This is an optimization exercise on Yosys and OpenROAD, whose aim is small area, a short achievable clock period and few clock cycles per item, not a production implementation. Function was checked by simulation only, so behaviour that the tests miss may differ from the original.

== the reference run ==
// geofence
module geofence (clk,reset,X,Y,valid,is_inside);
input           clk;
input           reset;
input   [9:0]   X;
input   [9:0]   Y;
output          valid;
output          is_inside;
reg  [4:0]  cnt;
reg         ph0, ph2, in_vtx, st7, st9;
reg         valid_r;
reg  [9:0]  ox, oy;
reg  signed [10:0] rx [0:6];
reg  signed [10:0] ry [0:6];
reg         nzr;               
reg         rg [0:6];          
reg         rl [0:6];          
reg  [2:0]  rk [0:6];
reg         pl [1:6][0:5];     
reg         pe [1:6][0:5];     
reg  signed [10:0] sx, sy, hx, hy;
reg         bxp, bxn, byp, byn;    
reg         pr;                
integer i, j, k;
function automatic [10:0] sub10(input [9:0] a, input [9:0] b);
    reg [9:0] g, p, nb;
    integer q, d;
    begin
        nb = ~b;
        g = a & nb;
        p = a | nb;
        for (d = 1; d < 10; d = d * 2)
            for (q = 9; q >= d; q = q - 1) begin
                g[q] = g[q] | (p[q] & g[q-d]);
                p[q] = p[q] & p[q-d];
            end
        sub10 = {~(g[9] | p[9]), (a ^ nb) ^ {g[8:0] | p[8:0], 1'b1}};
    end
endfunction
function automatic [1:0] cmp11(input [10:0] a, input [10:0] b);
    reg [10:0] ua, ub, g, p;
    integer q, d;
    begin
        ua = {~a[10], a[9:0]};
        ub = {~b[10], b[9:0]};
        g = ub & ~ua;
        p = ub | ~ua;
        for (d = 1; d < 11; d = d * 2)
            for (q = 10; q >= d; q = q - 1) begin
                g[q] = g[q] | (p[q] & g[q-d]);
                p[q] = p[q] & p[q-d];
            end
        cmp11 = {g[10], g[10] | p[10]};
    end
endfunction
wire signed [10:0] nx = sub10(X, ox);
wire signed [10:0] ny = sub10(Y, oy);
always @(posedge clk) begin
    if (ph0) begin
        ox <= X;
        oy <= Y;
    end
    if (in_vtx) begin
        rx[0] <= nx;
        ry[0] <= ny;
        nzr <= (X == 10'd0);
    end else begin
        rx[0] <= rx[6];
        ry[0] <= ry[6];
    end
  ...
export LEC_CHECK = 0
export ABC_AREA = 1
export CAP_MARGIN = 20
export CORE_MARGIN = 2
export CORE_UTILIZATION = 70
export CTS_CLUSTER_DIAMETER = 90
export CTS_CLUSTER_SIZE = 26
export PLACE_DENSITY = 0.85
export SETUP_SLACK_MARGIN = 5.0
export SLEW_MARGIN = 20
export SYNTH_HIERARCHICAL = 1
export SYNTH_MINIMUM_KEEP_SIZE = 0
create_clock -name core_clock -period 8.0 [get_ports {clk}]
run.sh (not shown) runs the stock make flow with config.mk's settings and CLKGATE_MAP_FILE= SYNTH_SCRIPT=/design/flow/synth_recipe.tcl, a recipe that flattens the netlist after the stock synthesis.
Testbench counts of the reference run, summed over its fixed seeds: cycles 32,845, items 2,400.
Input changes introduced in the trial run (baseline for comparison: the reference run):
# the reference run
export LEC_CHECK = 0
export ABC_AREA = 1
export CAP_MARGIN = 20
export CORE_MARGIN = 2
export CORE_UTILIZATION = 70
export CTS_CLUSTER_DIAMETER = 90
export CTS_CLUSTER_SIZE = 26
export PLACE_DENSITY = 0.85
export SETUP_SLACK_MARGIN = 5.0
export SLEW_MARGIN = 20
export SYNTH_HIERARCHICAL = 1
export SYNTH_MINIMUM_KEEP_SIZE = 0
create_clock -name core_clock -period 8.0 [get_ports {clk}]
# the trial run
export LEC_CHECK = 0
export ABC_AREA = 1
export CAP_MARGIN = 20
export CORE_MARGIN = 2
export CORE_UTILIZATION = 70
export PLACE_DENSITY = 0.85
export SETUP_SLACK_MARGIN = 4.8
export SLEW_MARGIN = 20
export SYNTH_HIERARCHICAL = 1
export SYNTH_MINIMUM_KEEP_SIZE = 0
create_clock -name core_clock -period 8.0 [get_ports {clk}]
==> comparison <==
Core utilization: the trial run vs the reference run up 0.59 points
| average wire per standard cell | the trial run vs the reference run | 0.34% lower |
Number of fill cells in the layout in the trial run is about 4% lower than in the reference run
On overall routed net length, the reference run and the trial run are neck and neck.
The reference run -> the trial run: routability congestion estimate from global placement increased slightly

[port drivers added, routing unchanged]
No port has a modelled driver above. Below, the same layouts with a new extraction and two added sets of constraints.
Step 1, drivers: a clkbuf_16 drives clk and a buf_2 each remaining input, both assumed.
Step 2 times the ports against the registers' clock, not the clock port: input delays grow and output delays shrink by t, the midpoint of the rising clock arrivals with the driver on.
Three values: ideal, step 1, step 2; two values: the first two.
run | shift t [ns] | slack for setup (ns) | worst data-port slew with drivers (ns)
the reference run | 0.591 | 4.967 / 4.967 / 4.560 | 0.04
the trial run | 0.589 | 4.829 / 4.807 / 4.266 | 0.03
After both steps every run listed still meets setup and hold. For the trial run, which loses most, drivers alone change the setup slack by -0.022 ns; drivers and shift together by -0.563 ns.
